This design comes from an exercise in tuning for small area and a short achievable clock period on the open sky130 flow, not from production work. Only simulation tests tie the RTL to the original design; equivalence was not proved. No driver is modelled on the clock port, so clocking that relies on it looks cheaper here than on a real chip. Power is estimated from default activity; no workload was simulated.

File: design/flow/flow/run.sh
#!/bin/bash
set -euo pipefail
export BUFFER_PORTS_ARGS="-buffer_cell sky130_fd_sc_hd__buf_1"
bash standard.sh cts > flow_cts.log 2>&1
export RES=$PWD/orfs/results/sky130hd/Optimized_Wallace/base
export PLATFORM_DIR=$FLOW_HOME/platforms/sky130hd
export SKEW_PLAN=$PWD/flow/plan.tcl
openroad -no_splash -exit flow/skew.tcl > skew_eco.log 2>&1
bash standard.sh finish > flow_make.log 2>&1
File: design/flow/flow/plan.tcl
set rootnet $root
branch r1 {ra* rb15* one* two* neg*} {clkbuf_16} 2 [$block findNet clk]
set root $rootnet
tune r2 {r2*} 0.39 4
tune r3 {r3*} 0.575 3
tune prod {PRODUCT*} 0.77 2
File: design/flow/flow/skew.tcl
set res $::env(RES)
read_lef $::env(PLATFORM_DIR)/lef/sky130_fd_sc_hd.tlef
read_lef $::env(PLATFORM_DIR)/lef/sky130_fd_sc_hd_merged.lef
read_liberty $::env(PLATFORM_DIR)/lib/sky130_fd_sc_hd__tt_025C_1v80.lib
read_db $res/4_cts.odb
read_sdc $res/4_cts.sdc
source $::env(PLATFORM_DIR)/setRC.tcl
set db [ord::get_db]
set block [ord::get_db_block]
set root [$block findNet clknet_0_clk]

proc master {n} { return [[ord::get_db] findMaster sky130_fd_sc_hd__$n] }
set uid 0
proc newbuf {type innet x y} {
  global block uid
  incr uid
  set inst [odb::dbInst_create $block [master $type] "cksk_buf_$uid"]
  set net [odb::dbNet_create $block "cksk_net_$uid"]
  $net setSigType CLOCK
  [$inst findITerm A] connect $innet
  [$inst findITerm X] connect $net
  $inst setLocation [expr int($x)] [expr int($y)]
  $inst setPlacementStatus PLACED
  return $net
}
proc flops {pats} {
  global block
  set out {}
  foreach inst [$block getInsts] {
    set n [$inst getName]
    foreach p $pats { if {[string match $p $n]} { lappend out $inst; break } }
  }
  return $out
}
proc centroid {insts} {
  set sx 0; set sy 0
  foreach i $insts { set b [$i getBBox]; set sx [expr $sx + [$b xMin]]; set sy [expr $sy + [$b yMin]] }
  set n [llength $insts]
  return [list [expr $sx / $n] [expr $sy / $n]]
}
# chain: list of buffer types from the root; the last one is repeated per leaf cluster
proc branch {name pats chain nleaf {src {}}} {
  global root
  if {$src ne {}} { set root $src }
  set fl [flops $pats]
  set fl [lsort -command {apply {{a b} {expr {[[$a getBBox] xMin] - [[$b getBBox] xMin]}}}} $fl]
  set c [centroid $fl]
  set net $root
  if {![llength $chain]} {
    foreach f $fl { set it [$f findITerm CLK]; $it disconnect; $it connect $root }
    puts "branch $name: [llength $fl] flops on the root net"
    return
  }
  foreach t [lrange $chain 0 end-1] { set net [newbuf $t $net [lindex $c 0] [lindex $c 1]] }
  set per [expr {([llength $fl] + $nleaf - 1) / $nleaf}]
  for {set k 0} {$k < $nleaf} {incr k} {
    set grp [lrange $fl [expr $k*$per] [expr ($k+1)*$per - 1]]
    if {![llength $grp]} continue
    set cc [centroid $grp]
    set leaf [newbuf [lindex $chain end] $net [lindex $cc 0] [lindex $cc 1]]
    foreach f $grp {
      set it [$f findITerm CLK]
      $it disconnect
      $it connect $leaf
    }
  }
  puts "branch $name: [llength $fl] flops, chain $chain x $nleaf"
}

# Build a branch, measure the mean clock latency of its flops, and undo it.
set created {}
proc newbuf2 {type innet x y} {
  global created
  set net [newbuf $type $innet $x $y]
  lappend created $net
  return $net
}
proc build {fl chain nleaf} {
  global root created
  set created {}
  set c [centroid $fl]
  set net $root
  foreach t [lrange $chain 0 end-1] { set net [newbuf2 $t $net [lindex $c 0] [lindex $c 1]] }
  set per [expr {([llength $fl] + $nleaf - 1) / $nleaf}]
  for {set k 0} {$k < $nleaf} {incr k} {
    set grp [lrange $fl [expr $k*$per] [expr ($k+1)*$per - 1]]
    if {![llength $grp]} continue
    set cc [centroid $grp]
    set leaf [newbuf2 [lindex $chain end] $net [lindex $cc 0] [lindex $cc 1]]
    foreach f $grp { set it [$f findITerm CLK]; $it disconnect; $it connect $leaf }
  }
}
proc undo {fl orig} {
  global created
  foreach f $fl o $orig { set it [$f findITerm CLK]; $it disconnect; $it connect $o }
  foreach net [lreverse $created] {
    foreach it [$net getITerms] { if {[$it isOutputSignal]} { set inst [$it getInst] } }
    odb::dbInst_destroy $inst
    odb::dbNet_destroy $net
  }
  set created {}
}
proc meanlat {fl} {
  estimate_parasitics -placement
  set s 0.0
  foreach f $fl { set s [expr {$s + [get_property [get_pins "[$f getName]/CLK"] arrival_max_rise]}] }
  return [expr {$s / [llength $fl]}]
}
proc tune {name pats target nleaf} {
  set fl [flops $pats]
  set fl [lsort -command {apply {{a b} {expr {[[$a getBBox] xMin] - [[$b getBBox] xMin]}}}} $fl]
  set orig {}
  foreach f $fl { lappend orig [[$f findITerm CLK] getNet] }
  set best {}
  set besterr 1e9
  foreach first {{} clkbuf_1 clkbuf_2 clkbuf_8} {
    for {set n 0} {$n <= 6} {incr n} {
      set chain [concat $first [lrepeat $n clkbuf_4] clkbuf_16]
      build $fl $chain $nleaf
      set lat [meanlat $fl]
      undo $fl $orig
      set err [expr {abs($lat - $target)}]
      puts "tune $name: $chain x $nleaf -> [format %.3f $lat] (target $target)"
      if {$err < $besterr} { set besterr $err; set best $chain }
    }
  }
  build $fl $best $nleaf
  puts "tune $name: chose $best x $nleaf, latency [format %.3f [meanlat $fl]]"
}

source $::env(SKEW_PLAN)
# remove clock buffers left without sinks
set changed 1
while {$changed} {
  set changed 0
  foreach inst [$block getInsts] {
    set m [[$inst getMaster] getName]
    if {![string match "*clkbuf*" $m] && ![string match "*clkinv*" $m]} continue
    set x [$inst findITerm X]
    if {$x eq "NULL"} { set x [$inst findITerm Y] }
    if {$x eq "NULL"} continue
    set n [$x getNet]
    if {$n eq "NULL"} continue
    if {[llength [$n getITerms]] <= 1 && [llength [$n getBTerms]] == 0} {
      puts "removing [$inst getName]"
      odb::dbInst_destroy $inst
      odb::dbNet_destroy $n
      set changed 1
    }
  }
}
detailed_placement
check_placement
estimate_parasitics -placement
set_propagated_clock [all_clocks]
catch { report_checks -path_delay max -group_path_count 3 -format end }
catch { report_clock_skew }
foreach p {ra[0]* one0* r2[0]* r3[0]* PRODUCT[0]* v1*} {
  catch { foreach pin [get_pins -quiet $p/CLK] { puts "latency [get_full_name $pin] [get_property $pin arrival_max_rise]" } }
}
write_db $res/4_cts.odb
File: design/flow/standard.sh
#!/bin/bash
# synth_recipe.tcl (not shown) runs the flow's synth.tcl, then flattens the netlist and writes it again
# the make line also repeats each setting of config.mk as NAME=value (left out here)
make -C /OpenROAD-flow-scripts/flow DESIGN_CONFIG=/design/flow/config.mk WORK_HOME=/design/flow/orfs CLKGATE_MAP_FILE= SYNTH_SCRIPT=/design/flow/synth_recipe.tcl "${@:-finish}"
File: design/flow/config.mk
export PLATFORM = sky130hd
export DESIGN_NAME = Optimized_Wallace
export DESIGN_NICKNAME = Optimized_Wallace
export VERILOG_FILES = /design/flow/design.v
export SDC_FILE = /design/flow/constraint.sdc
export NUM_CORES = 4
export LEC_CHECK = 0
export CAP_MARGIN = 20
export CORE_MARGIN = 2
export CORE_UTILIZATION = 60
export CTS_BUF_LIST = sky130_fd_sc_hd__clkbuf_16
export CTS_CLUSTER_DIAMETER = 100
export CTS_CLUSTER_SIZE = 25
export SETUP_SLACK_MARGIN = 1.4
export SLEW_MARGIN = 20
export SYNTH_HIERARCHICAL = 1
export SYNTH_MINIMUM_KEEP_SIZE = 0
export TNS_END_PERCENT = 0
File: design/flow/constraint.sdc
create_clock -name core_clock -period 3.0 [get_ports {clk}]
set_input_delay 0.6000 -clock core_clock [delete_from_list [all_inputs] [get_ports {clk}]]
set_output_delay 0.6000 -clock core_clock [all_outputs]
set_load 0.01 [all_outputs]
File: design/flow/design.v
`timescale 1ns / 1ps
module fa(input a, b, c, output s, co);
    assign s = a ^ b ^ c;
    assign co = (a & b) | (a & c) | (b & c);
endmodule
module ha(input a, b, output s, co);
    assign s = a ^ b;
    assign co = a & b;
endmodule
module Optimized_Wallace(
    input clk, rst,
    input [15:0] A, B,
    output reg [31:0] PRODUCT
);
    reg [15:0] ra;
    reg rb15;
    reg one0;
    reg two0;
    reg neg0;
    reg one1;
    reg two1;
    reg neg1;
    reg one2;
    reg two2;
    reg neg2;
    reg one3;
    reg two3;
    reg neg3;
    reg one4;
    reg two4;
    reg neg4;
    reg one5;
    reg two5;
    reg neg5;
    reg one6;
    reg two6;
    reg neg6;
    reg one7;
    reg two7;
    reg neg7;
    reg [92:0] r2;
    reg [54:0] r3;
    reg v1, v2, v3;
    wire pp1 = ((one0 & ra[0])) ^ neg0;
    wire pp2 = ((one0 & ra[1]) | (two0 & ra[0])) ^ neg0;
    wire pp3 = ((one0 & ra[2]) | (two0 & ra[1])) ^ neg0;
    wire pp4 = ((one0 & ra[3]) | (two0 & ra[2])) ^ neg0;
    wire pp5 = ((one0 & ra[4]) | (two0 & ra[3])) ^ neg0;
    wire pp6 = ((one0 & ra[5]) | (two0 & ra[4])) ^ neg0;
    wire pp7 = ((one0 & ra[6]) | (two0 & ra[5])) ^ neg0;
    wire pp8 = ((one0 & ra[7]) | (two0 & ra[6])) ^ neg0;
    wire pp9 = ((one0 & ra[8]) | (two0 & ra[7])) ^ neg0;
    wire pp10 = ((one0 & ra[9]) | (two0 & ra[8])) ^ neg0;
    wire pp11 = ((one0 & ra[10]) | (two0 & ra[9])) ^ neg0;
    wire pp12 = ((one0 & ra[11]) | (two0 & ra[10])) ^ neg0;
    wire pp13 = ((one0 & ra[12]) | (two0 & ra[11])) ^ neg0;
    wire pp14 = ((one0 & ra[13]) | (two0 & ra[12])) ^ neg0;
    wire pp15 = ((one0 & ra[14]) | (two0 & ra[13])) ^ neg0;
    wire pp16 = ((one0 & ra[15]) | (two0 & ra[14])) ^ neg0;
    wire pp17 = ((two0 & ra[15])) ^ neg0;
    wire ns18 = ~neg0;
    wire pp19 = ((one1 & ra[0])) ^ neg1;
    wire pp20 = ((one1 & ra[1]) | (two1 & ra[0])) ^ neg1;
    wire pp21 = ((one1 & ra[2]) | (two1 & ra[1])) ^ neg1;
    wire pp22 = ((one1 & ra[3]) | (two1 & ra[2])) ^ neg1;
    wire pp23 = ((one1 & ra[4]) | (two1 & ra[3])) ^ neg1;
    wire pp24 = ((one1 & ra[5]) | (two1 & ra[4])) ^ neg1;
    wire pp25 = ((one1 & ra[6]) | (two1 & ra[5])) ^ neg1;
    wire pp26 = ((one1 & ra[7]) | (two1 & ra[6])) ^ neg1;
    wire pp27 = ((one1 & ra[8]) | (two1 & ra[7])) ^ neg1;
    wire pp28 = ((one1 & ra[9]) | (two1 & ra[8])) ^ neg1;
    wire pp29 = ((one1 & ra[10]) | (two1 & ra[9])) ^ neg1;
    wire pp30 = ((one1 & ra[11]) | (two1 & ra[10])) ^ neg1;
    wire pp31 = ((one1 & ra[12]) | (two1 & ra[11])) ^ neg1;
    wire pp32 = ((one1 & ra[13]) | (two1 & ra[12])) ^ neg1;
    wire pp33 = ((one1 & ra[14]) | (two1 & ra[13])) ^ neg1;
    wire pp34 = ((one1 & ra[15]) | (two1 & ra[14])) ^ neg1;
    wire pp35 = ((two1 & ra[15])) ^ neg1;
    wire ns36 = ~neg1;
    wire pp37 = ((one2 & ra[0])) ^ neg2;
    wire pp38 = ((one2 & ra[1]) | (two2 & ra[0])) ^ neg2;
    wire pp39 = ((one2 & ra[2]) | (two2 & ra[1])) ^ neg2;
    wire pp40 = ((one2 & ra[3]) | (two2 & ra[2])) ^ neg2;
    wire pp41 = ((one2 & ra[4]) | (two2 & ra[3])) ^ neg2;
    wire pp42 = ((one2 & ra[5]) | (two2 & ra[4])) ^ neg2;
    wire pp43 = ((one2 & ra[6]) | (two2 & ra[5])) ^ neg2;
    wire pp44 = ((one2 & ra[7]) | (two2 & ra[6])) ^ neg2;
    wire pp45 = ((one2 & ra[8]) | (two2 & ra[7])) ^ neg2;
    wire pp46 = ((one2 & ra[9]) | (two2 & ra[8])) ^ neg2;
    wire pp47 = ((one2 & ra[10]) | (two2 & ra[9])) ^ neg2;
    wire pp48 = ((one2 & ra[11]) | (two2 & ra[10])) ^ neg2;
    wire pp49 = ((one2 & ra[12]) | (two2 & ra[11])) ^ neg2;
    wire pp50 = ((one2 & ra[13]) | (two2 & ra[12])) ^ neg2;
    wire pp51 = ((one2 & ra[14]) | (two2 & ra[13])) ^ neg2;
    wire pp52 = ((one2 & ra[15]) | (two2 & ra[14])) ^ neg2;
    wire pp53 = ((two2 & ra[15])) ^ neg2;
    wire ns54 = ~neg2;
    wire pp55 = ((one3 & ra[0])) ^ neg3;
    wire pp56 = ((one3 & ra[1]) | (two3 & ra[0])) ^ neg3;
    wire pp57 = ((one3 & ra[2]) | (two3 & ra[1])) ^ neg3;
    wire pp58 = ((one3 & ra[3]) | (two3 & ra[2])) ^ neg3;
    wire pp59 = ((one3 & ra[4]) | (two3 & ra[3])) ^ neg3;
    wire pp60 = ((one3 & ra[5]) | (two3 & ra[4])) ^ neg3;
    wire pp61 = ((one3 & ra[6]) | (two3 & ra[5])) ^ neg3;
    wire pp62 = ((one3 & ra[7]) | (two3 & ra[6])) ^ neg3;
    wire pp63 = ((one3 & ra[8]) | (two3 & ra[7])) ^ neg3;
    wire pp64 = ((one3 & ra[9]) | (two3 & ra[8])) ^ neg3;
    wire pp65 = ((one3 & ra[10]) | (two3 & ra[9])) ^ neg3;
    wire pp66 = ((one3 & ra[11]) | (two3 & ra[10])) ^ neg3;
    wire pp67 = ((one3 & ra[12]) | (two3 & ra[11])) ^ neg3;
    wire pp68 = ((one3 & ra[13]) | (two3 & ra[12])) ^ neg3;
    wire pp69 = ((one3 & ra[14]) | (two3 & ra[13])) ^ neg3;
    wire pp70 = ((one3 & ra[15]) | (two3 & ra[14])) ^ neg3;
    wire pp71 = ((two3 & ra[15])) ^ neg3;
    wire ns72 = ~neg3;
    wire pp73 = ((one4 & ra[0])) ^ neg4;
    wire pp74 = ((one4 & ra[1]) | (two4 & ra[0])) ^ neg4;
    wire pp75 = ((one4 & ra[2]) | (two4 & ra[1])) ^ neg4;
    wire pp76 = ((one4 & ra[3]) | (two4 & ra[2])) ^ neg4;
    wire pp77 = ((one4 & ra[4]) | (two4 & ra[3])) ^ neg4;
    wire pp78 = ((one4 & ra[5]) | (two4 & ra[4])) ^ neg4;
    wire pp79 = ((one4 & ra[6]) | (two4 & ra[5])) ^ neg4;
    wire pp80 = ((one4 & ra[7]) | (two4 & ra[6])) ^ neg4;
    wire pp81 = ((one4 & ra[8]) | (two4 & ra[7])) ^ neg4;
    wire pp82 = ((one4 & ra[9]) | (two4 & ra[8])) ^ neg4;
    wire pp83 = ((one4 & ra[10]) | (two4 & ra[9])) ^ neg4;
    wire pp84 = ((one4 & ra[11]) | (two4 & ra[10])) ^ neg4;
    wire pp85 = ((one4 & ra[12]) | (two4 & ra[11])) ^ neg4;
    wire pp86 = ((one4 & ra[13]) | (two4 & ra[12])) ^ neg4;
    wire pp87 = ((one4 & ra[14]) | (two4 & ra[13])) ^ neg4;
    wire pp88 = ((one4 & ra[15]) | (two4 & ra[14])) ^ neg4;
    wire pp89 = ((two4 & ra[15])) ^ neg4;
    wire ns90 = ~neg4;
    wire pp91 = ((one5 & ra[0])) ^ neg5;
    wire pp92 = ((one5 & ra[1]) | (two5 & ra[0])) ^ neg5;
    wire pp93 = ((one5 & ra[2]) | (two5 & ra[1])) ^ neg5;
    wire pp94 = ((one5 & ra[3]) | (two5 & ra[2])) ^ neg5;
    wire pp95 = ((one5 & ra[4]) | (two5 & ra[3])) ^ neg5;
    wire pp96 = ((one5 & ra[5]) | (two5 & ra[4])) ^ neg5;
    wire pp97 = ((one5 & ra[6]) | (two5 & ra[5])) ^ neg5;
    wire pp98 = ((one5 & ra[7]) | (two5 & ra[6])) ^ neg5;
    wire pp99 = ((one5 & ra[8]) | (two5 & ra[7])) ^ neg5;
    wire pp100 = ((one5 & ra[9]) | (two5 & ra[8])) ^ neg5;
    wire pp101 = ((one5 & ra[10]) | (two5 & ra[9])) ^ neg5;
    wire pp102 = ((one5 & ra[11]) | (two5 & ra[10])) ^ neg5;
    wire pp103 = ((one5 & ra[12]) | (two5 & ra[11])) ^ neg5;
    wire pp104 = ((one5 & ra[13]) | (two5 & ra[12])) ^ neg5;
    wire pp105 = ((one5 & ra[14]) | (two5 & ra[13])) ^ neg5;
    wire pp106 = ((one5 & ra[15]) | (two5 & ra[14])) ^ neg5;
    wire pp107 = ((two5 & ra[15])) ^ neg5;
    wire ns108 = ~neg5;
    wire pp109 = ((one6 & ra[0])) ^ neg6;
    wire pp110 = ((one6 & ra[1]) | (two6 & ra[0])) ^ neg6;
    wire pp111 = ((one6 & ra[2]) | (two6 & ra[1])) ^ neg6;
    wire pp112 = ((one6 & ra[3]) | (two6 & ra[2])) ^ neg6;
    wire pp113 = ((one6 & ra[4]) | (two6 & ra[3])) ^ neg6;
    wire pp114 = ((one6 & ra[5]) | (two6 & ra[4])) ^ neg6;
    wire pp115 = ((one6 & ra[6]) | (two6 & ra[5])) ^ neg6;
    wire pp116 = ((one6 & ra[7]) | (two6 & ra[6])) ^ neg6;
    wire pp117 = ((one6 & ra[8]) | (two6 & ra[7])) ^ neg6;
    wire pp118 = ((one6 & ra[9]) | (two6 & ra[8])) ^ neg6;
    wire pp119 = ((one6 & ra[10]) | (two6 & ra[9])) ^ neg6;
    wire pp120 = ((one6 & ra[11]) | (two6 & ra[10])) ^ neg6;
    wire pp121 = ((one6 & ra[12]) | (two6 & ra[11])) ^ neg6;
    wire pp122 = ((one6 & ra[13]) | (two6 & ra[12])) ^ neg6;
    wire pp123 = ((one6 & ra[14]) | (two6 & ra[13])) ^ neg6;
    wire pp124 = ((one6 & ra[15]) | (two6 & ra[14])) ^ neg6;
    wire pp125 = ((two6 & ra[15])) ^ neg6;
    wire ns126 = ~neg6;
    wire pp127 = ((one7 & ra[0])) ^ neg7;
    wire pp128 = ((one7 & ra[1]) | (two7 & ra[0])) ^ neg7;
    wire pp129 = ((one7 & ra[2]) | (two7 & ra[1])) ^ neg7;
    wire pp130 = ((one7 & ra[3]) | (two7 & ra[2])) ^ neg7;
    wire pp131 = ((one7 & ra[4]) | (two7 & ra[3])) ^ neg7;
    wire pp132 = ((one7 & ra[5]) | (two7 & ra[4])) ^ neg7;
    wire pp133 = ((one7 & ra[6]) | (two7 & ra[5])) ^ neg7;
    wire pp134 = ((one7 & ra[7]) | (two7 & ra[6])) ^ neg7;
    wire pp135 = ((one7 & ra[8]) | (two7 & ra[7])) ^ neg7;
    wire pp136 = ((one7 & ra[9]) | (two7 & ra[8])) ^ neg7;
    wire pp137 = ((one7 & ra[10]) | (two7 & ra[9])) ^ neg7;
    wire pp138 = ((one7 & ra[11]) | (two7 & ra[10])) ^ neg7;
    wire pp139 = ((one7 & ra[12]) | (two7 & ra[11])) ^ neg7;
    wire pp140 = ((one7 & ra[13]) | (two7 & ra[12])) ^ neg7;
    wire pp141 = ((one7 & ra[14]) | (two7 & ra[13])) ^ neg7;
    wire pp142 = ((one7 & ra[15]) | (two7 & ra[14])) ^ neg7;
    wire pp143 = ((two7 & ra[15])) ^ neg7;
    wire ns144 = ~neg7;
    wire pp145 = rb15 & ra[0];
    wire pp146 = rb15 & ra[1];
    wire pp147 = rb15 & ra[2];
    wire pp148 = rb15 & ra[3];
    wire pp149 = rb15 & ra[4];
    wire pp150 = rb15 & ra[5];
    wire pp151 = rb15 & ra[6];
    wire pp152 = rb15 & ra[7];
    wire pp153 = rb15 & ra[8];
    wire pp154 = rb15 & ra[9];
    wire pp155 = rb15 & ra[10];
    wire pp156 = rb15 & ra[11];
    wire pp157 = rb15 & ra[12];
    wire pp158 = rb15 & ra[13];
    wire pp159 = rb15 & ra[14];
    wire pp160 = rb15 & ra[15];
    wire s161, c162;
    fa u_s161 (.a(pp3), .b(pp19), .c(neg1), .s(s161), .co(c162));
    wire s163, c164;
    fa u_s163 (.a(pp5), .b(pp21), .c(pp37), .s(s163), .co(c164));
    wire s165, c166;
    fa u_s165 (.a(pp6), .b(pp22), .c(pp38), .s(s165), .co(c166));
    wire s167, c168;
    fa u_s167 (.a(pp7), .b(pp23), .c(pp39), .s(s167), .co(c168));
    wire s169, c170;
    fa u_s169 (.a(pp8), .b(pp24), .c(pp40), .s(s169), .co(c170));
    wire s171, c172;
    fa u_s171 (.a(pp9), .b(pp25), .c(pp41), .s(s171), .co(c172));
    wire s173, c174;
    fa u_s173 (.a(pp57), .b(pp73), .c(neg4), .s(s173), .co(c174));
    wire s175, c176;
    fa u_s175 (.a(pp10), .b(pp26), .c(pp42), .s(s175), .co(c176));
    wire s177, c178;
    fa u_s177 (.a(pp11), .b(pp27), .c(pp43), .s(s177), .co(c178));
    wire s179, c180;
    fa u_s179 (.a(pp59), .b(pp75), .c(pp91), .s(s179), .co(c180));
    wire s181, c182;
    fa u_s181 (.a(pp12), .b(pp28), .c(pp44), .s(s181), .co(c182));
    wire s183, c184;
    fa u_s183 (.a(pp60), .b(pp76), .c(pp92), .s(s183), .co(c184));
    wire s185, c186;
    fa u_s185 (.a(pp13), .b(pp29), .c(pp45), .s(s185), .co(c186));
    wire s187, c188;
    fa u_s187 (.a(pp61), .b(pp77), .c(pp93), .s(s187), .co(c188));
    wire s189, c190;
    fa u_s189 (.a(pp14), .b(pp30), .c(pp46), .s(s189), .co(c190));
    wire s191, c192;
    fa u_s191 (.a(pp62), .b(pp78), .c(pp94), .s(s191), .co(c192));
    wire s193, c194;
    fa u_s193 (.a(pp15), .b(pp31), .c(pp47), .s(s193), .co(c194));
    wire s195, c196;
    fa u_s195 (.a(pp63), .b(pp79), .c(pp95), .s(s195), .co(c196));
    wire s197, c198;
    fa u_s197 (.a(pp111), .b(pp127), .c(neg7), .s(s197), .co(c198));
    wire s199, c200;
    fa u_s199 (.a(pp16), .b(pp32), .c(pp48), .s(s199), .co(c200));
    wire s201, c202;
    fa u_s201 (.a(pp64), .b(pp80), .c(pp96), .s(s201), .co(c202));
    wire s203, c204;
    ha u_s203 (.a(pp112), .b(pp128), .s(s203), .co(c204));
    wire s205, c206;
    fa u_s205 (.a(pp17), .b(pp33), .c(pp49), .s(s205), .co(c206));
    wire s207, c208;
    fa u_s207 (.a(pp65), .b(pp81), .c(pp97), .s(s207), .co(c208));
    wire s209, c210;
    fa u_s209 (.a(pp113), .b(pp129), .c(pp145), .s(s209), .co(c210));
    wire s211, c212;
    fa u_s211 (.a(neg0), .b(pp34), .c(pp50), .s(s211), .co(c212));
    wire s213, c214;
    fa u_s213 (.a(pp66), .b(pp82), .c(pp98), .s(s213), .co(c214));
    wire s215, c216;
    fa u_s215 (.a(pp114), .b(pp130), .c(pp146), .s(s215), .co(c216));
    wire s217, c218;
    fa u_s217 (.a(neg0), .b(pp35), .c(pp51), .s(s217), .co(c218));
    wire s219, c220;
    fa u_s219 (.a(pp67), .b(pp83), .c(pp99), .s(s219), .co(c220));
    wire s221, c222;
    fa u_s221 (.a(pp115), .b(pp131), .c(pp147), .s(s221), .co(c222));
    wire s223, c224;
    fa u_s223 (.a(ns18), .b(ns36), .c(pp52), .s(s223), .co(c224));
    wire s225, c226;
    fa u_s225 (.a(pp68), .b(pp84), .c(pp100), .s(s225), .co(c226));
    wire s227, c228;
    fa u_s227 (.a(pp116), .b(pp132), .c(pp148), .s(s227), .co(c228));
    wire s229 = ~(pp53 ^ pp69);
    wire c230 = pp53 | pp69;
    wire s231, c232;
    fa u_s231 (.a(pp85), .b(pp101), .c(pp117), .s(s231), .co(c232));
    wire s233, c234;
    ha u_s233 (.a(pp133), .b(pp149), .s(s233), .co(c234));
    wire s235, c236;
    fa u_s235 (.a(ns54), .b(pp70), .c(pp86), .s(s235), .co(c236));
    wire s237, c238;
    fa u_s237 (.a(pp102), .b(pp118), .c(pp134), .s(s237), .co(c238));
    wire s239 = ~(pp71 ^ pp87);
    wire c240 = pp71 | pp87;
    wire s241, c242;
    fa u_s241 (.a(pp103), .b(pp119), .c(pp135), .s(s241), .co(c242));
    wire s243, c244;
    fa u_s243 (.a(ns72), .b(pp88), .c(pp104), .s(s243), .co(c244));
    wire s245, c246;
    fa u_s245 (.a(pp120), .b(pp136), .c(pp152), .s(s245), .co(c246));
    wire s247 = ~(pp89 ^ pp105);
    wire c248 = pp89 | pp105;
    wire s249, c250;
    fa u_s249 (.a(pp121), .b(pp137), .c(pp153), .s(s249), .co(c250));
    wire s251, c252;
    fa u_s251 (.a(ns90), .b(pp106), .c(pp122), .s(s251), .co(c252));
    wire s253 = ~(pp107 ^ pp123);
    wire c254 = pp107 | pp123;
    wire s255, c256;
    fa u_s255 (.a(ns108), .b(pp124), .c(pp140), .s(s255), .co(c256));
    wire s257 = ~(pp125 ^ pp141);
    wire c258 = pp125 | pp141;
    wire s259, c260;
    fa u_s259 (.a(ns126), .b(pp142), .c(pp158), .s(s259), .co(c260));
    wire s261 = ~(pp143 ^ pp159);
    wire c262 = pp143 | pp159;
    wire s263, c264;
    fa u_s263 (.a(c162), .b(pp4), .c(pp20), .s(s263), .co(c264));
    wire s265, c266;
    fa u_s265 (.a(c166), .b(s167), .c(pp55), .s(s265), .co(c266));
    wire s267, c268;
    fa u_s267 (.a(c168), .b(s169), .c(pp56), .s(s267), .co(c268));
    wire s269, c270;
    fa u_s269 (.a(c170), .b(s171), .c(s173), .s(s269), .co(c270));
    wire s271, c272;
    fa u_s271 (.a(c172), .b(c174), .c(s175), .s(s271), .co(c272));
    wire s273, c274;
    fa u_s273 (.a(c176), .b(s177), .c(s179), .s(s273), .co(c274));
    wire s275, c276;
    fa u_s275 (.a(c178), .b(c180), .c(s181), .s(s275), .co(c276));
    wire s277, c278;
    fa u_s277 (.a(c182), .b(c184), .c(s185), .s(s277), .co(c278));
    wire s279, c280;
    fa u_s279 (.a(s187), .b(pp109), .c(neg6), .s(s279), .co(c280));
    wire s281, c282;
    fa u_s281 (.a(c186), .b(c188), .c(s189), .s(s281), .co(c282));
    wire s283, c284;
    ha u_s283 (.a(s191), .b(pp110), .s(s283), .co(c284));
    wire s285, c286;
    fa u_s285 (.a(c190), .b(c192), .c(s193), .s(s285), .co(c286));
    wire s287, c288;
    ha u_s287 (.a(s195), .b(s197), .s(s287), .co(c288));
    wire s289, c290;
    fa u_s289 (.a(c194), .b(c196), .c(c198), .s(s289), .co(c290));
    wire s291, c292;
    fa u_s291 (.a(s199), .b(s201), .c(s203), .s(s291), .co(c292));
    wire s293, c294;
    fa u_s293 (.a(c200), .b(c202), .c(c204), .s(s293), .co(c294));
    wire s295, c296;
    fa u_s295 (.a(s205), .b(s207), .c(s209), .s(s295), .co(c296));
    wire s297, c298;
    fa u_s297 (.a(c206), .b(c208), .c(c210), .s(s297), .co(c298));
    wire s299, c300;
    fa u_s299 (.a(s211), .b(s213), .c(s215), .s(s299), .co(c300));
    wire s301, c302;
    fa u_s301 (.a(c212), .b(c214), .c(c216), .s(s301), .co(c302));
    wire s303, c304;
    fa u_s303 (.a(s217), .b(s219), .c(s221), .s(s303), .co(c304));
    wire s305, c306;
    fa u_s305 (.a(c218), .b(c220), .c(c222), .s(s305), .co(c306));
    wire s307, c308;
    fa u_s307 (.a(s223), .b(s225), .c(s227), .s(s307), .co(c308));
    wire s309, c310;
    fa u_s309 (.a(c224), .b(c226), .c(c228), .s(s309), .co(c310));
    wire s311, c312;
    fa u_s311 (.a(s229), .b(s231), .c(s233), .s(s311), .co(c312));
    wire s313, c314;
    fa u_s313 (.a(c230), .b(c232), .c(c234), .s(s313), .co(c314));
    wire s315, c316;
    fa u_s315 (.a(s235), .b(s237), .c(pp150), .s(s315), .co(c316));
    wire s317, c318;
    fa u_s317 (.a(c236), .b(c238), .c(s239), .s(s317), .co(c318));
    wire s319, c320;
    ha u_s319 (.a(s241), .b(pp151), .s(s319), .co(c320));
    wire s321, c322;
    fa u_s321 (.a(c240), .b(c242), .c(s243), .s(s321), .co(c322));
    wire s323, c324;
    fa u_s323 (.a(c244), .b(c246), .c(s247), .s(s323), .co(c324));
    wire s325, c326;
    fa u_s325 (.a(c248), .b(c250), .c(s251), .s(s325), .co(c326));
    wire s327, c328;
    fa u_s327 (.a(c252), .b(s253), .c(pp139), .s(s327), .co(c328));
    wire s329, c330;
    fa u_s329 (.a(c254), .b(s255), .c(pp156), .s(s329), .co(c330));
    wire s331, c332;
    fa u_s331 (.a(c256), .b(s257), .c(pp157), .s(s331), .co(c332));
    wire s333, c334;
    fa u_s333 (.a(c262), .b(ns144), .c(pp160), .s(s333), .co(c334));
    wire s335, c336;
    fa u_s335 (.a(r2[5]), .b(r2[6]), .c(r2[7]), .s(s335), .co(c336));
    wire s337, c338;
    fa u_s337 (.a(r2[16]), .b(r2[17]), .c(r2[18]), .s(s337), .co(c338));
    wire s339, c340;
    fa u_s339 (.a(r2[20]), .b(r2[21]), .c(r2[22]), .s(s339), .co(c340));
    wire s341, c342;
    fa u_s341 (.a(r2[23]), .b(r2[24]), .c(r2[25]), .s(s341), .co(c342));
    wire s343, c344;
    fa u_s343 (.a(r2[26]), .b(r2[27]), .c(r2[28]), .s(s343), .co(c344));
    wire s345, c346;
    fa u_s345 (.a(r2[29]), .b(r2[30]), .c(r2[31]), .s(s345), .co(c346));
    wire s347, c348;
    fa u_s347 (.a(r2[33]), .b(r2[34]), .c(r2[35]), .s(s347), .co(c348));
    wire s349, c350;
    fa u_s349 (.a(r2[37]), .b(r2[38]), .c(r2[39]), .s(s349), .co(c350));
    wire s351, c352;
    fa u_s351 (.a(r2[41]), .b(r2[42]), .c(r2[43]), .s(s351), .co(c352));
    wire s353, c354;
    fa u_s353 (.a(r2[45]), .b(r2[46]), .c(r2[47]), .s(s353), .co(c354));
    wire s355, c356;
    fa u_s355 (.a(r2[49]), .b(r2[50]), .c(r2[51]), .s(s355), .co(c356));
    wire s357, c358;
    fa u_s357 (.a(r2[53]), .b(r2[54]), .c(r2[55]), .s(s357), .co(c358));
    wire s359, c360;
    fa u_s359 (.a(r2[57]), .b(r2[58]), .c(r2[59]), .s(s359), .co(c360));
    wire s361, c362;
    fa u_s361 (.a(r2[61]), .b(r2[62]), .c(r2[63]), .s(s361), .co(c362));
    wire s363, c364;
    fa u_s363 (.a(r2[65]), .b(r2[66]), .c(r2[67]), .s(s363), .co(c364));
    wire s365, c366;
    fa u_s365 (.a(r2[69]), .b(r2[70]), .c(r2[71]), .s(s365), .co(c366));
    wire s367, c368;
    fa u_s367 (.a(r2[73]), .b(r2[74]), .c(r2[75]), .s(s367), .co(c368));
    wire s369, c370;
    fa u_s369 (.a(r2[76]), .b(r2[77]), .c(r2[78]), .s(s369), .co(c370));
    wire s371, c372;
    fa u_s371 (.a(r2[80]), .b(r2[81]), .c(r2[82]), .s(s371), .co(c372));
    wire s373, c374;
    fa u_s373 (.a(r2[87]), .b(r2[88]), .c(r2[89]), .s(s373), .co(c374));
    wire s375, c376;
    fa u_s375 (.a(c336), .b(r2[8]), .c(r2[9]), .s(s375), .co(c376));
    wire s377, c378;
    ha u_s377 (.a(r2[10]), .b(r2[11]), .s(s377), .co(c378));
    wire s379, c380;
    ha u_s379 (.a(r2[12]), .b(r2[13]), .s(s379), .co(c380));
    wire s381, c382;
    ha u_s381 (.a(r2[14]), .b(r2[15]), .s(s381), .co(c382));
    wire s383, c384;
    ha u_s383 (.a(s337), .b(r2[19]), .s(s383), .co(c384));
    wire s385, c386;
    ha u_s385 (.a(c338), .b(s339), .s(s385), .co(c386));
    wire s387, c388;
    ha u_s387 (.a(c340), .b(s341), .s(s387), .co(c388));
    wire s389, c390;
    ha u_s389 (.a(c342), .b(s343), .s(s389), .co(c390));
    wire s391, c392;
    fa u_s391 (.a(c344), .b(s345), .c(r2[32]), .s(s391), .co(c392));
    wire s393, c394;
    fa u_s393 (.a(c346), .b(s347), .c(r2[36]), .s(s393), .co(c394));
    wire s395, c396;
    fa u_s395 (.a(c348), .b(s349), .c(r2[40]), .s(s395), .co(c396));
    wire s397, c398;
    fa u_s397 (.a(c350), .b(s351), .c(r2[44]), .s(s397), .co(c398));
    wire s399, c400;
    fa u_s399 (.a(c352), .b(s353), .c(r2[48]), .s(s399), .co(c400));
    wire s401, c402;
    fa u_s401 (.a(c354), .b(s355), .c(r2[52]), .s(s401), .co(c402));
    wire s403, c404;
    fa u_s403 (.a(c356), .b(s357), .c(r2[56]), .s(s403), .co(c404));
    wire s405, c406;
    fa u_s405 (.a(c358), .b(s359), .c(r2[60]), .s(s405), .co(c406));
    wire s407, c408;
    fa u_s407 (.a(c360), .b(s361), .c(r2[64]), .s(s407), .co(c408));
    wire s409, c410;
    fa u_s409 (.a(c362), .b(s363), .c(r2[68]), .s(s409), .co(c410));
    wire s411, c412;
    fa u_s411 (.a(c364), .b(s365), .c(r2[72]), .s(s411), .co(c412));
    wire s413, c414;
    ha u_s413 (.a(c366), .b(s367), .s(s413), .co(c414));
    wire s415, c416;
    fa u_s415 (.a(c368), .b(s369), .c(r2[79]), .s(s415), .co(c416));
    wire s417, c418;
    ha u_s417 (.a(c370), .b(s371), .s(s417), .co(c418));
    wire s419, c420;
    fa u_s419 (.a(c372), .b(r2[83]), .c(r2[84]), .s(s419), .co(c420));
    wire s421, c422;
    ha u_s421 (.a(r2[85]), .b(r2[86]), .s(s421), .co(c422));
    wire s423, c424;
    fa u_s423 (.a(c374), .b(r2[90]), .c(r2[91]), .s(s423), .co(c424));
    wire g425, p426;
    ha u_p426 (.a(r2[0]), .b(r2[1]), .s(p426), .co(g425));
    wire g427, p428;
    ha u_p428 (.a(c376), .b(s377), .s(p428), .co(g427));
    wire g429, p430;
    ha u_p430 (.a(c378), .b(s379), .s(p430), .co(g429));
    wire g431, p432;
    ha u_p432 (.a(c380), .b(s381), .s(p432), .co(g431));
    wire g433, p434;
    ha u_p434 (.a(c382), .b(s383), .s(p434), .co(g433));
    wire g435, p436;
    ha u_p436 (.a(c384), .b(s385), .s(p436), .co(g435));
    wire g437, p438;
    ha u_p438 (.a(c386), .b(s387), .s(p438), .co(g437));
    wire g439, p440;
    ha u_p440 (.a(c388), .b(s389), .s(p440), .co(g439));
    wire g441, p442;
    ha u_p442 (.a(c390), .b(s391), .s(p442), .co(g441));
    wire g443, p444;
    ha u_p444 (.a(c392), .b(s393), .s(p444), .co(g443));
    wire g445, p446;
    ha u_p446 (.a(c394), .b(s395), .s(p446), .co(g445));
    wire g447, p448;
    ha u_p448 (.a(c396), .b(s397), .s(p448), .co(g447));
    wire g449, p450;
    ha u_p450 (.a(c398), .b(s399), .s(p450), .co(g449));
    wire g451, p452;
    ha u_p452 (.a(c400), .b(s401), .s(p452), .co(g451));
    wire g453, p454;
    ha u_p454 (.a(c402), .b(s403), .s(p454), .co(g453));
    wire g455, p456;
    ha u_p456 (.a(c404), .b(s405), .s(p456), .co(g455));
    wire g457, p458;
    ha u_p458 (.a(c406), .b(s407), .s(p458), .co(g457));
    wire g459, p460;
    ha u_p460 (.a(c408), .b(s409), .s(p460), .co(g459));
    wire g461, p462;
    ha u_p462 (.a(c410), .b(s411), .s(p462), .co(g461));
    wire g463, p464;
    ha u_p464 (.a(c412), .b(s413), .s(p464), .co(g463));
    wire g465, p466;
    ha u_p466 (.a(c414), .b(s415), .s(p466), .co(g465));
    wire g467, p468;
    ha u_p468 (.a(c416), .b(s417), .s(p468), .co(g467));
    wire g469, p470;
    ha u_p470 (.a(c418), .b(s419), .s(p470), .co(g469));
    wire g471, p472;
    ha u_p472 (.a(c420), .b(s421), .s(p472), .co(g471));
    wire g473, p474;
    ha u_p474 (.a(c422), .b(s373), .s(p474), .co(g473));
    wire g475, p476;
    ha u_p476 (.a(c424), .b(r2[92]), .s(p476), .co(g475));
    wire t477 = p426 | g425;
    wire t478 = p428 | g427;
    wire t479 = p430 | g429;
    wire t480 = p432 | g431;
    wire t481 = p434 | g433;
    wire G482 = 1'b0 | (r2[2] & g425);
    wire P483 = r2[2] & t477;
    wire G484 = 1'b0 | (r2[4] & 1'b0);
    wire P485 = r2[4] & r2[3];
    wire G486 = 1'b0 | (s375 & 1'b0);
    wire P487 = s375 & s335;
    wire G488 = g429 | (t479 & g427);
    wire P489 = t479 & t478;
    wire G490 = g433 | (t481 & g431);
    wire P491 = t481 & t480;
    wire G492 = 1'b0 | (r2[3] & G482);
    wire P493 = r2[3] & P483;
    wire G494 = G484 | (P485 & G482);
    wire P495 = P485 & P483;
    wire G496 = g427 | (t478 & G486);
    wire P497 = t478 & P487;
    wire G498 = G488 | (P489 & G486);
    wire P499 = P489 & P487;
    wire G500 = 1'b0 | (s335 & G494);
    wire P501 = s335 & P495;
    wire G502 = G486 | (P487 & G494);
    wire P503 = P487 & P495;
    wire G504 = G496 | (P497 & G494);
    wire P505 = P497 & P495;
    wire G506 = G498 | (P499 & G494);
    wire P507 = P499 & P495;
    wire G508 = g431 | (t480 & G506);
    wire P509 = t480 & P507;
    wire G510 = G490 | (P491 & G506);
    wire P511 = P491 & P507;
    wire sum512 = p426;
    wire sum513 = r2[2] ^ g425;
    wire sum514 = r2[3] ^ G482;
    wire sum515 = r2[4] ^ G492;
    wire sum516 = s335 ^ G494;
    wire sum517 = s375 ^ G500;
    wire sum518 = p428 ^ G502;
    wire sum519 = p430 ^ G504;
    wire sum520 = p432 ^ G506;
    wire sum521 = p434 ^ G508;
    wire t522 = r3[11] | r3[12];
    wire t523 = r3[13] | r3[14];
    wire t524 = r3[15] | r3[16];
    wire t525 = r3[17] | r3[18];
    wire t526 = r3[19] | r3[20];
    wire t527 = r3[21] | r3[22];
    wire t528 = r3[23] | r3[24];
    wire t529 = r3[25] | r3[26];
    wire t530 = r3[27] | r3[28];
    wire t531 = r3[29] | r3[30];
    wire t532 = r3[31] | r3[32];
    wire t533 = r3[33] | r3[34];
    wire t534 = r3[35] | r3[36];
    wire t535 = r3[37] | r3[38];
    wire t536 = r3[39] | r3[40];
    wire t537 = r3[41] | r3[42];
    wire t538 = r3[43] | r3[44];
    wire t539 = r3[45] | r3[46];
    wire t540 = r3[47] | r3[48];
    wire t541 = r3[49] | r3[50];
    wire t542 = r3[51] | r3[52];
    wire t543 = r3[53] | r3[54];
    wire g544 = r3[12] | (r3[11] & r3[10]);
    wire G545 = r3[14] | (t523 & g544);
    wire P546 = t523 & t522;
    wire G547 = r3[18] | (t525 & r3[16]);
    wire P548 = t525 & t524;
    wire G549 = r3[22] | (t527 & r3[20]);
    wire P550 = t527 & t526;
    wire G551 = r3[26] | (t529 & r3[24]);
    wire P552 = t529 & t528;
    wire G553 = r3[30] | (t531 & r3[28]);
    wire P554 = t531 & t530;
    wire G555 = r3[34] | (t533 & r3[32]);
    wire P556 = t533 & t532;
    wire G557 = r3[38] | (t535 & r3[36]);
    wire P558 = t535 & t534;
    wire G559 = r3[42] | (t537 & r3[40]);
    wire P560 = t537 & t536;
    wire G561 = r3[46] | (t539 & r3[44]);
    wire P562 = t539 & t538;
    wire G563 = r3[50] | (t541 & r3[48]);
    wire P564 = t541 & t540;
    wire G565 = r3[54] | (t543 & r3[52]);
    wire P566 = t543 & t542;
    wire G567 = G547 | (P548 & G545);
    wire P568 = P548 & P546;
    wire G569 = G551 | (P552 & G549);
    wire P570 = P552 & P550;
    wire G571 = G555 | (P556 & G553);
    wire P572 = P556 & P554;
    wire G573 = G559 | (P560 & G557);
    wire P574 = P560 & P558;
    wire G575 = G563 | (P564 & G561);
    wire P576 = P564 & P562;
    wire G577 = G569 | (P570 & G567);
    wire P578 = P570 & P568;
    wire G579 = G573 | (P574 & G571);
    wire P580 = P574 & P572;
    wire G581 = G579 | (P580 & G577);
    wire P582 = P580 & P578;
    wire G583 = G571 | (P572 & G577);
    wire P584 = P572 & P578;
    wire G585 = G575 | (P576 & G581);
    wire P586 = P576 & P582;
    wire G587 = G549 | (P550 & G567);
    wire P588 = P550 & P568;
    wire G589 = G553 | (P554 & G577);
    wire P590 = P554 & P578;
    wire G591 = G557 | (P558 & G583);
    wire P592 = P558 & P584;
    wire G593 = G561 | (P562 & G581);
    wire P594 = P562 & P582;
    wire G595 = G565 | (P566 & G585);
    wire P596 = P566 & P586;
    wire G597 = r3[16] | (t524 & G545);
    wire P598 = t524 & P546;
    wire G599 = r3[20] | (t526 & G567);
    wire P600 = t526 & P568;
    wire G601 = r3[24] | (t528 & G587);
    wire P602 = t528 & P588;
    wire G603 = r3[28] | (t530 & G577);
    wire P604 = t530 & P578;
    wire G605 = r3[32] | (t532 & G589);
    wire P606 = t532 & P590;
    wire G607 = r3[36] | (t534 & G583);
    wire P608 = t534 & P584;
    wire G609 = r3[40] | (t536 & G591);
    wire P610 = t536 & P592;
    wire G611 = r3[44] | (t538 & G581);
    wire P612 = t538 & P582;
    wire G613 = r3[48] | (t540 & G593);
    wire P614 = t540 & P594;
    wire G615 = r3[52] | (t542 & G585);
    wire P616 = t542 & P586;
    wire sum617 = r3[11] ^ r3[10];
    wire sum618 = r3[13] ^ g544;
    wire sum619 = r3[15] ^ G545;
    wire sum620 = r3[17] ^ G597;
    wire sum621 = r3[19] ^ G567;
    wire sum622 = r3[21] ^ G599;
    wire sum623 = r3[23] ^ G587;
    wire sum624 = r3[25] ^ G601;
    wire sum625 = r3[27] ^ G577;
    wire sum626 = r3[29] ^ G603;
    wire sum627 = r3[31] ^ G589;
    wire sum628 = r3[33] ^ G605;
    wire sum629 = r3[35] ^ G583;
    wire sum630 = r3[37] ^ G607;
    wire sum631 = r3[39] ^ G591;
    wire sum632 = r3[41] ^ G609;
    wire sum633 = r3[43] ^ G581;
    wire sum634 = r3[45] ^ G611;
    wire sum635 = r3[47] ^ G593;
    wire sum636 = r3[49] ^ G613;
    wire sum637 = r3[51] ^ G585;
    wire sum638 = r3[53] ^ G615;
    wire [31:0] sum = {sum638, sum637, sum636, sum635, sum634, sum633, sum632, sum631, sum630, sum629, sum628, sum627, sum626, sum625, sum624, sum623, sum622, sum621, sum620, sum619, sum618, sum617, r3[9], r3[8], r3[7], r3[6], r3[5], r3[4], r3[3], r3[2], r3[1], r3[0]};
    always @(posedge clk or posedge rst) begin
        if (rst) begin
            v1 <= 1'b0; v2 <= 1'b0; v3 <= 1'b0;
            PRODUCT <= 32'd0;
        end else begin
            v1 <= 1'b1; v2 <= v1; v3 <= v2;
            PRODUCT <= sum & {32{v3}};
        end
    end
    always @(posedge clk) begin
        ra <= A;
        rb15 <= B[15];
        one0 <= B[0] ^ 1'b0;
        two0 <= (B[1] & ~B[0] & ~1'b0) | (~B[1] & B[0] & 1'b0);
        neg0 <= B[1] & ~(B[0] & 1'b0);
        one1 <= B[2] ^ B[1];
        two1 <= (B[3] & ~B[2] & ~B[1]) | (~B[3] & B[2] & B[1]);
        neg1 <= B[3] & ~(B[2] & B[1]);
        one2 <= B[4] ^ B[3];
        two2 <= (B[5] & ~B[4] & ~B[3]) | (~B[5] & B[4] & B[3]);
        neg2 <= B[5] & ~(B[4] & B[3]);
        one3 <= B[6] ^ B[5];
        two3 <= (B[7] & ~B[6] & ~B[5]) | (~B[7] & B[6] & B[5]);
        neg3 <= B[7] & ~(B[6] & B[5]);
        one4 <= B[8] ^ B[7];
        two4 <= (B[9] & ~B[8] & ~B[7]) | (~B[9] & B[8] & B[7]);
        neg4 <= B[9] & ~(B[8] & B[7]);
        one5 <= B[10] ^ B[9];
        two5 <= (B[11] & ~B[10] & ~B[9]) | (~B[11] & B[10] & B[9]);
        neg5 <= B[11] & ~(B[10] & B[9]);
        one6 <= B[12] ^ B[11];
        two6 <= (B[13] & ~B[12] & ~B[11]) | (~B[13] & B[12] & B[11]);
        neg6 <= B[13] & ~(B[12] & B[11]);
        one7 <= B[14] ^ B[13];
        two7 <= (B[15] & ~B[14] & ~B[13]) | (~B[15] & B[14] & B[13]);
        neg7 <= B[15] & ~(B[14] & B[13]);
        r2 <= {s333, s261, c260, s259, c258, c332, s331, c330, s329, c328, pp155, s327, c326, pp154, pp138, s325, c324, s249, s323, c322, s245, s321, c320, c318, s319, s317, c316, c314, s315, s313, c312, c310, s311, s309, c308, c306, s307, s305, c304, c302, s303, s301, c300, c298, s299, s297, c296, c294, s295, s293, c292, c290, s291, s289, c288, c286, s287, s285, c284, c282, s283, s281, c280, c278, s279, s277, c276, s183, s275, c274, neg5, s273, c272, pp74, pp58, s271, c270, s269, c268, s267, c266, neg3, s265, s165, c164, neg2, s163, c264, s263, s161, pp2, neg0, pp1};
        r3 <= {g475, p476, 1'b0, s423, g473, p474, g471, p472, g469, p470, g467, p468, g465, p466, g463, p464, g461, p462, g459, p460, g457, p458, g455, p456, g453, p454, g451, p452, g449, p450, g447, p448, g445, p446, g443, p444, g441, p442, g439, p440, g437, p438, g435, p436, G510, sum521, sum520, sum519, sum518, sum517, sum516, sum515, sum514, sum513, sum512};
    end
endmodule
==> results of run 1 <==
## flip-flops by register name (all words and copies together) (netlist names), 16 cells and up
name	flops
PRODUCT	32
r2	93
r3	53
ra	16
## timing repair
item,in CTS,in global routing
setup endpoints to repair,124,119
pin swaps,5,0
cloned,0,0
hold buffers,0,1
hold endpoints to repair,0,32
gates resized for setup,53,12
setup buffers,3,0
## per-layer routing
| layer | wire length, microns | part of all wire [%] | global-route usage, % | vias up |
|---|---|---|---|---|
| met2 | 11300 | 46 | 40.6 | 300 |
| met1 | 10800 | 44 | 35.3 | 3442 |
| met3 | 1880 | 7.7 | 6.45 | 48 |
| met5 | 0 | 0 | 0 | - |
| met4 | 463 | 1.9 | 9.26 | 0 |
| li1 | - | - | - | 3196 |
## power by group through the flow
stage | Combinational [mW] | Clock, mW | Sequential [mW]
6_report | 4.81 | 2.28 | 4.86
5_1_grt | 5.62 | 2.46 | 4.97
4_1_cts | 4.86 | 1.75 | 4.85
3_5_place_dp | 4.72 | 0 | 4.91
3_3_place_gp | 4.53 | 0 | 4.86
2_1_floorplan | 3.42 | 0 | 4.68
## placed cells by master (no fill, tap or decap), drive strengths merged, types with 2 or more instances in the layout
| master | synthesis | routed |
|---|---|---|
| dfxtp | 187 | 187 |
| xnor2 | 148 | 148 |
| a22oi | 121 | 121 |
| fa | 111 | 111 |
| buf | 3 | 80 |
| ha | 59 | 59 |
| dfrtp | 35 | 35 |
| inv | 28 | 32 |
| and2 | 28 | 28 |
| nand2 | 26 | 26 |
| clkbuf | 81 | 26 |
| o21ai | 20 | 20 |
| nor2 | 13 | 13 |
| nand2b | 12 | 12 |
| a21oi | 12 | 12 |
| nor2b | 9 | 9 |
| nand3b | 7 | 7 |
| nor3 | 6 | 6 |
| o21bai | 4 | 4 |
| mux2i | 4 | 4 |
| o21a | 4 | 4 |
| xor2 | 4 | 4 |
| o22a | 2 | 2 |
| a21o | 2 | 2 |
| or3 | 2 | 2 |
| a211oi | 2 | 2 |
| and3 | 2 | 2 |
## layout make-up
class                   instances  area (sq um)  share of cell area (%)
flip-flops and latches        222          4730                    38.3
repair buffers                 82           383                    3.10
well taps                     234           293                    2.37
multi-input cells             614          6280                    50.9
inverters                      28           105                   0.852
clock inverters                 5          20.0                   0.162
clock buffers                   9           225                    1.83
plain buffers                  16           309                    2.50
## per-module statistics from Yosys (local to each module, per instance)
module,copies in the design,cells inside,flip-flops and latches,cell area [sq um]
Optimized_Wallace,1,796,222,8520
ha,41,1,0,12.5
fa,111,1,0,20.0
## how the worst min path moves through the flow
stage	to	slack (ns)	cells after the start
2_1_floorplan	r2[11]	0.33	0
3_3_place_gp	v2	0.34	0
3_5_place_dp	v2	0.35	0
4_1_cts	PRODUCT[24]	0.17	3
5_1_grt	PRODUCT[1]	0.17	1
6_report	PRODUCT[1]	0.17	1
## logic make-up after synthesis
kind of cell / after synthesis / share of synthesized area (%)
xor+xnor: 152 / 11.8
compound gates: 177 / 11.4
other cells: 1 / 0.0333
fa+ha+maj: 170 / 26.3
buf+inv: 112 / 3.74
mux: 4 / 0.356
flops: 222 / 41.0
simple gates: 110 / 5.34
## cells in the mapped netlist, drive strengths merged, types with 2 or more instances
master,number,area share [%]
a21oi,12,0.57
a22oi,121,8.1
or3,2,0.11
and2,28,1.6
ha,59,6.6
o21a,4,0.27
and3,2,0.16
o21ai,20,0.89
nor2b,9,0.50
xor2,4,0.31
mux2i,4,0.36
xnor2,148,12
dfxtp,187,33
buf,3,0.10
nor3,6,0.27
clkbuf,81,2.7
a21o,2,0.13
dfrtp,35,7.8
nor2,13,0.43
fa,111,20
nand3b,7,0.47
o21bai,4,0.27
nand2b,12,0.67
o22a,2,0.16
nand2,26,0.87
inv,28,0.93
a211oi,2,0.13
## metrics by stage
| step | hold slack [ns] | std cells | util (%) | area [sq um] |
|---|---|---|---|---|
| 2_1_floorplan | 0.330 | 948 | - | 11500 |
| 3_3_place_gp | 0.339 | 1176 | 62.5 | 11600 |
| 3_5_place_dp | 0.346 | 1176 | 62.5 | 11600 |
| 4_1_cts | 0.175 | 1197 | 65.1 | 12100 |
| 5_1_grt | 0.173 | 1210 | 66.4 | 12300 |
| 6_report | 0.169 | 1210 | 66.4 | 12300 |
==> metrics.md, run 1 <==
| Metric | Value |
|---|---|
| Syn_nets | 1152 |
| Vias | 6986 |
| Mapped Cells | 948 |
| Fin. Hold Viols | 0 |
| Total Wirelength | 24500 microns |
| Drt drc | 0 |
| Slew HR | 53.5% |
| Inserted Clock Buffers | 12 |
| Final Worst Setup Slack | 1.08 ns |
| Critical path origin | two0 |
| CP max-delay cell | dfxtp_2 |
| Cell class contributing the biggest share of worst-path delay | adder cells |
| Worst reg2reg setup slack | 1.08 ns |
| Die area | 19900 sq um |
| Gate power share | 40.2% |
| CTS tree | built |
| Reg2reg start | two0 |
| Worst Path Arrival | 2.13 ns |
| Register share of total power | 40.7% |
| Die height | 141 microns |
| Final setup viols | 0 |
| Crit-path cells | a22oi_1, xnor2_1, fa_1, fa_1 |
| Outcome | timing/DRC/antenna clean |
| Post-synth ARST share | 15.8% |
| Core area | 18600 sq um |
| Synthesized area | 11300 sq um |
| Post-synth cell types | 46 |
| Fillers | 1434 |
| Die W | 141 microns |
| Period utilisation layout | 63.9% |
| Worst slack, placed | 0.511 ns |
| First-pass GRT wire length | 39600 microns |
| GRT overflow | 0 |
| Clk pwr share | 19.1% |
| Via density | 5.77 |
| Capture point of the worst reg-to-reg path | r2[40] |
| Initial antenna violation count | 0 |
| CTS root buf | clkbuf_16 |
| WP depth | 4 |
| Layout cells sized above 1 | 9.43% |
| Setup TNS | 0 ns |
| Int Pwr | 7.71 mW |
| R2R depth | 4 |
| #FFs+latches synth | 222 |
| Crit end category | register |
| Most frequent CP cell | fa_1 |
| Placed wire-length estimate | 16700 microns |
| H-tree Lvls | 1 |
| Starting density of the core | 60.6% |
| Switching pwr | 4.25 mW |
| CP max stage delay | 0.59 ns |
| I/O Buffers | 65 |
| WL per Instance | 20.3 microns |
| Post-synth EDFFs | 0 |
| Peak supply drop | 0.558 mV |
| Max Cap Viol | 0 |
| RSZ-0062 raised after global routing | true |
| Ant. Diodes | 0 |
| Final min period | 1.92 ns |
| Clock network latency to the later pin of the worst-skew pair | 0.81 ns |
| Crit start category | register |
| Syn_area_per_cell | 11.9 sq um |
| RD Place Congestion | 0.927 |
| Worst min path class | register to register |
| Vias in the first global route | 7425 |
| CP Max Fanout | 16 |
| Switching Fraction | 35.5% |
| Worst Path Required | 3.21 ns |
| Register area share after synthesis | 41.0% |
| Final Max Tran Viols | 0 |
| Clk buf depth | 3 |
| Clk_skew | 0.339 ns |
| Pin count of the biggest net entering global routing | 36 |
| Leakage power | 4.92 nW |
| Critical path class | register to register |
| Total power | 12.0 mW |
| Top_reg_cell synth | dfxtp_1 |
| Bufs and invs on worst path | 0 |
| Hold Crit Start | r3[1] |
| Clk slew on worst S/H paths | 0.09 ns |
| Synth-to-layout area growth | 9.66% |
| Row cnt | 50 |
| Top Ports | 66 |
| Yosys warns | 7 |
| CP endpoint | r2[40] |
| Max Fclk | 521 MHz |
| Gr usage total | 25.9% |
| Total Nets Final | 1176 |
| Worst Max-Slew Pin Slew | 0.698 ns |
| DRT Pass-1 Iters | 5 |
| Antenna Nets Post-Route | 0 |
| 1st-iter DRT viols | 760 |
| CTS sink cnt | 222 |
| PwrDens | 969 nW/um^2 |
==> run 2, diff against run 1 <==
--- a/design/flow/flow/run.sh
+++ b/design/flow/flow/run.sh
@@ -6,3 +6,3 @@
 export PLATFORM_DIR=$FLOW_HOME/platforms/sky130hd
-export SKEW_PLAN=$PWD/flow/plan.tcl
+export R1_LEAVES=2 R2_LEAVES=4 R3_LEAVES=3 P_LEAVES=2
 openroad -no_splash -exit flow/skew.tcl > skew_eco.log 2>&1
--- a/design/flow/flow/skew.tcl
+++ b/design/flow/flow/skew.tcl
@@ -41,5 +41,4 @@
 # chain: list of buffer types from the root; the last one is repeated per leaf cluster
-proc branch {name pats chain nleaf {src {}}} {
+proc branch {name pats chain nleaf} {
   global root
-  if {$src ne {}} { set root $src }
   set fl [flops $pats]
@@ -116,3 +115,3 @@
   foreach first {{} clkbuf_1 clkbuf_2 clkbuf_8} {
-    for {set n 0} {$n <= 6} {incr n} {
+    for {set n 0} {$n <= 14} {incr n} {
       set chain [concat $first [lrepeat $n clkbuf_4] clkbuf_16]
@@ -130,3 +129,38 @@
 
-source $::env(SKEW_PLAN)
+
+proc worst_req {pins} {
+  set w 100.0
+  foreach p $pins { set s [get_property $p slack_max]; if {$s < $w} { set w $s } }
+  return [expr {3.0 - $w}]
+}
+proc mean_lat_pats {pats} {
+  set fl [flops $pats]
+  set s 0.0
+  foreach f $fl { set s [expr {$s + [get_property [get_pins "[$f getName]/CLK"] arrival_max_rise]}] }
+  return [expr {$s / [llength $fl]}]
+}
+estimate_parasitics -placement
+set_propagated_clock [all_clocks]
+set R1 {ra* rb15* one* two* neg* r1*}
+set lat0 [list [mean_lat_pats $R1] [mean_lat_pats {r2*}] [mean_lat_pats {r3*}] [mean_lat_pats {PRODUCT*}]]
+set S1 [worst_req [get_pins -hierarchical r2*/D]]
+set S2 [worst_req [get_pins -hierarchical r3*/D]]
+set S3 [worst_req [get_pins -hierarchical PRODUCT*/D]]
+set So [expr {3.0 - [get_property [lindex [find_timing_paths -to [all_outputs]] 0] slack]}]
+set D1 [expr {$S1 - [lindex $lat0 0] + [lindex $lat0 1]}]
+set D2 [expr {$S2 - [lindex $lat0 1] + [lindex $lat0 2]}]
+set D3 [expr {$S3 - [lindex $lat0 2] + [lindex $lat0 3]}]
+set Do [expr {$So - [lindex $lat0 3]}]
+puts "stages: D1 $D1 D2 $D2 D3 $D3 Do $Do latencies $lat0"
+branch r1 $R1 {clkbuf_16} $::env(R1_LEAVES)
+set x1 [mean_lat_pats $R1]
+set P [expr {($D1 + $D2 + $D3 + $Do + $x1) / 4.0}]
+set x2 [expr {$x1 + $D1 - $P}]
+set x3 [expr {$x2 + $D2 - $P}]
+set x4 [expr {$x3 + $D3 - $P}]
+puts "plan: P $P x1 $x1 x2 $x2 x3 $x3 x4 $x4"
+tune r2 {r2*} $x2 $::env(R2_LEAVES)
+tune r3 {r3*} $x3 $::env(R3_LEAVES)
+tune prod {PRODUCT*} $x4 $::env(P_LEAVES)
+
 # remove clock buffers left without sinks
removed: design/flow/flow/plan.tcl
==> run 2 against run 1 <==
  * Count of clock-buffer cells in the layout unchanged
  * Via count up 5.7%
  * Routed wire length up 8.1%
  * Clock skew down 0.0041 ns
  * Still clean on timing, DRC and antenna
  * Synthesized area unchanged
  * Worst setup slack worse by 0.15 ns
  * Highest routed layer unchanged
  * Cell area up 6.3%
==> metrics.md, run 2 <==
| Metric | Value |
|---|---|
| Outcome | timing/DRC/antenna clean |
| Yosys warns | 7 (unchanged) |
| CP max stage delay | 0.46 ns (-0.13 ns) |
| Syn_nets | 1152 (unchanged) |
| Vias | 7381 (+5.7%) |
| DRT Pass-1 Iters | 6 (+1) |
| Row cnt | 50 (unchanged) |
| Final Max Tran Viols | 0 (unchanged) |
| Placed wire-length estimate | 16700 microns (unchanged) |
| CTS root buf | clkbuf_16 |
| RSZ-0062 raised after global routing | true |
| Clk_skew | 0.335 ns (-0.00406 ns) |
| First-pass GRT wire length | 39700 microns (+0.11%) |
| Placed Area | 11600 sq um (unchanged) |
| Die height | 141 microns (unchanged) |
| Post-synth ARST share | 15.8% (unchanged) |
| Inserted Clock Buffers | 12 (unchanged) |
| Top-area cell type share of the netlist area | 33.3% (unchanged) |
| Peak supply drop | 0.574 mV (+2.9%) |
| Slew HR | 53.4% (-0.072 points) |
| Post-synth EDFFs | 0 (unchanged) |
| CP max-delay cell | fa_1 |
| Clock network latency to the later pin of the worst-skew pair | 0.84 ns (+0.03 ns) |
| Die area | 19900 sq um (unchanged) |
| Max reg flops | 93 (unchanged) |
| Worst Path Arrival | 2.34 ns (+0.21 ns) |
| Top reg by flops | r2 |
| Crit start category | register |
| Total Nets Final | 1232 (+4.8%) |
| Initial antenna violation count | 0 (unchanged) |
| Leakage power | 5.28 nW (+7.4%) |
| Worst Max-Slew Pin Slew | 0.699 ns (+0.00109 ns) |
| Top_reg_cell synth | dfxtp_1 |
| Total Wirelength | 26500 microns (+8.1%) |
| Crit-path cells | buf_4, a22oi_1, xnor2_1, fa_1, fa_1 |
| Worst Path Required | 3.27 ns (+0.06 ns) |
| Antenna Nets Post-Route | 0 (unchanged) |
| I/O Buffers | 65 (unchanged) |
| Max Fclk | 484 MHz (-7.1%) |
| WL per Instance | 20.9 microns (+3.4%) |
| Post-route cell area | 13100 sq um (+6.3%) |
| Critical path class | register to register |
| Commonest non-fill, non-tap cell in the layout | dfxtp_1 |
| Starting density of the core | 60.6% (unchanged) |
| Most frequent CP cell | fa_1 |
| Syn_area_per_cell | 11.9 sq um (unchanged) |
| Top cells by instance count after synthesis | 187 x dfxtp_1, 148 x xnor2_1, 120 x a22oi_1 |
| Ant. Diodes | 0 (unchanged) |
| Cell class contributing the biggest share of worst-path delay | adder cells |
| CTS sink cnt | 222 (unchanged) |
| H-tree Lvls | 1 (unchanged) |
| Layout cells sized above 1 | 17.6% (+8.2 points) |
| 1st-iter DRT viols | 744 (-2.1%) |
| Synth-to-layout area growth | 16.6% |
| Period utilisation layout | 68.9% (+4.9 points) |
| Cell taking the most area after synthesis | dfxtp_1 |
| Most numerous cell in the Yosys netlist | dfxtp_1 |
| Top Ports | 66 (unchanged) |
| CTS tree | built |
| Max Cap Viol | 0 (unchanged) |
| Worst min path class | register to register |
| Die W | 141 microns (unchanged) |
| RD Place Congestion | 0.927 (unchanged) |
| Gr usage total | 26.0% (+0.12 points) |
| Fin. Hold Viols | 0 (unchanged) |
| Clk buf depth | 3 (unchanged) |
| Mapped Cells | 948 (unchanged) |
| PwrDens | 929 nW/um^2 (-4.1%) |
| Synthesized area | 11300 sq um (unchanged) |
| Clk slew on worst S/H paths | 0.09 ns (about the same) |
| #FFs+latches synth | 222 (unchanged) |
| Largest registers | r2 (93), r3 (53), PRODUCT (32) |
| Final min period | 2.07 ns (+0.148 ns) |
| Post-synth cell types | 46 (unchanged) |
| CP Max Fanout | 9 (-7) |
| Vias in the first global route | 7432 (+0.094%) |
| Register area share after synthesis | 41.0% (unchanged) |
| Final setup viols | 0 (unchanged) |
| Crit end category | register |
| Pin count of the biggest net entering global routing | 36 (unchanged) |
| GRT overflow | 0 (unchanged) |
| Most frequent cells in the layout | 152 x dfxtp_1, 141 x xnor2_1, 105 x fa_1, 94 x a22oi_1, 65 x buf_1 |
| Setup TNS | 0 ns (unchanged) |
| Core area | 18600 sq um (unchanged) |
| Via density | 5.83 (+0.98%) |
| Bufs and invs on worst path | 1 (+1) |
| Drt drc | 0 (unchanged) |
| Leading post-synthesis cells by cell area | dfxtp_1 33%, fa_1 20%, xnor2_1 12% |
-- run 2: cell counts after synthesis --
No cell type changed its count.
-- run 2: final cells by class --
| cell class | instances | area, sq um |
|---|---|---|
| sequential | 222 | 4740 |
| fill | 1346 | 5460 |
| tap | 234 | 293 |
| buffer | 16 | 309 |
| inverter | 28 | 105 |
| clock inverter | 5 | 20.0 |
| clock buffer | 9 | 225 |
| timing repair buffer | 138 | 976 |
| multi-input combinational | 614 | 6460 |
-- run 2: per-stage QoR --
step	power (mW)	hold WS [ns]	setup WS, ns	std cells	util [%]
after floorplan	8.09	0.330	0.996	948	-
after global placement	9.39	0.339	0.528	1176	62.5
after detailed placement	9.63	0.346	0.511	1176	62.5
after CTS	11.5	0.175	0.901	1197	65.1
after global routing	13.3	0.178	0.905	1266	70.6
final	12.2	0.173	0.934	1266	70.6
-- run 2: logic make-up after synthesis --
| group | Yosys count | synth area share [%] |
|---|---|---|
| fa+ha+maj | 170 | 26.3 |
| compound gates | 177 | 11.4 |
| mux | 4 | 0.356 |
| buf+inv | 112 | 3.74 |
| simple gates | 110 | 5.34 |
| flops | 222 | 41.0 |
| xor+xnor | 152 | 11.8 |
| other cells | 1 | 0.0333 |
-- run 2: where the power goes --
group / switching (mW) / internal, mW
Clock: 1.08 / 1.24
Sequential: 0.721 / 4.11
Combinational: 2.57 / 2.47
Total: 4.37 / 7.83
-- run 2: worst reg2reg max path: stages, from the launching register on --
cell	delay [ns]
dfxtp_4	0.40
buf_4	0.19
a22oi_1	0.29
xnor2_1	0.15
fa_1	0.46
fa_1	0.46
-- run 2: final timing paths --
| path | start | to | slack, ns | cells after the start |
|---|---|---|---|---|
| max reg2reg | one7 | r2[77] | 0.93 | 5 |
| max | one7 | r2[77] | 0.93 | 5 |
| min | r3[1] | PRODUCT[1] | 0.17 | 1 |
| min reg2reg | r3[1] | PRODUCT[1] | 0.17 | 1 |
| max in group asynchronous | rst | v2 | 2.01 | 4 |
| min in group asynchronous | rst | PRODUCT[24] | 0.36 | 4 |
-- run 2: metal layers --
metal  routed length (microns)  share of wire [%]  up-vias  global-route usage (%)
met5                         0                  0        -                       0
met4                       658                2.5        0                    9.21
met3                      2320                8.7       62                    7.10
met2                     12200                 46      375                    40.7
met1                     11300                 43     3629                    35.2
li1                          -                  -     3315                       -
-- run 2: modules after synthesis (local to each module, per instance) --
| module | times used | flops+latches | cell area (sq um) |
|---|---|---|---|
| ha | 41 | 0 | 12.5 |
| Optimized_Wallace | 1 | 222 | 8520 |
| fa | 111 | 0 | 20.0 |
-- run 2: repair_timing --
item                                    CTS  global route
hold buffers                              0             1
resized for setup                        53            78
gates cloned                              0             0
endpoints found under the hold margin     0            32
endpoints found under the setup margin  124           125
pin swaps                                 5            43
buffers inserted                          3            56

## port drivers added, routing unchanged
The flow's constraints put no driver on any port. The routed layouts listed below were extracted and timed again, unchanged, in two steps. Step 1 sets driving cells, clkbuf_16 on the clock port and buf_2 on the other inputs (assumed; they add their load-dependent delay and slew). Step 2, shift: input delay + t, output delay - t, t = (earliest + latest rising clock arrival at the registers) / 2. This alone moves slack from input paths to output paths. Slacks: ideal / step 1 / step 2; pairs: ideal / step 1.
run	shift t [ns]	slack for setup (ns)	worst setup path after step 2	latest minus earliest clock arrival (ns)	slew at the worst register clock pin (ns)
run 1	0.547	1.082 / 1.026 / 1.082	register to register	0.664 / 0.663	0.11 / 0.11
run 2	0.649	0.934 / 0.934 / 0.934	register to register	0.469 / 0.469	0.12 / 0.12
In run 1 and run 2 the clock reaches the registers at very different times; t lies between them, and the last value is a rough guide only.
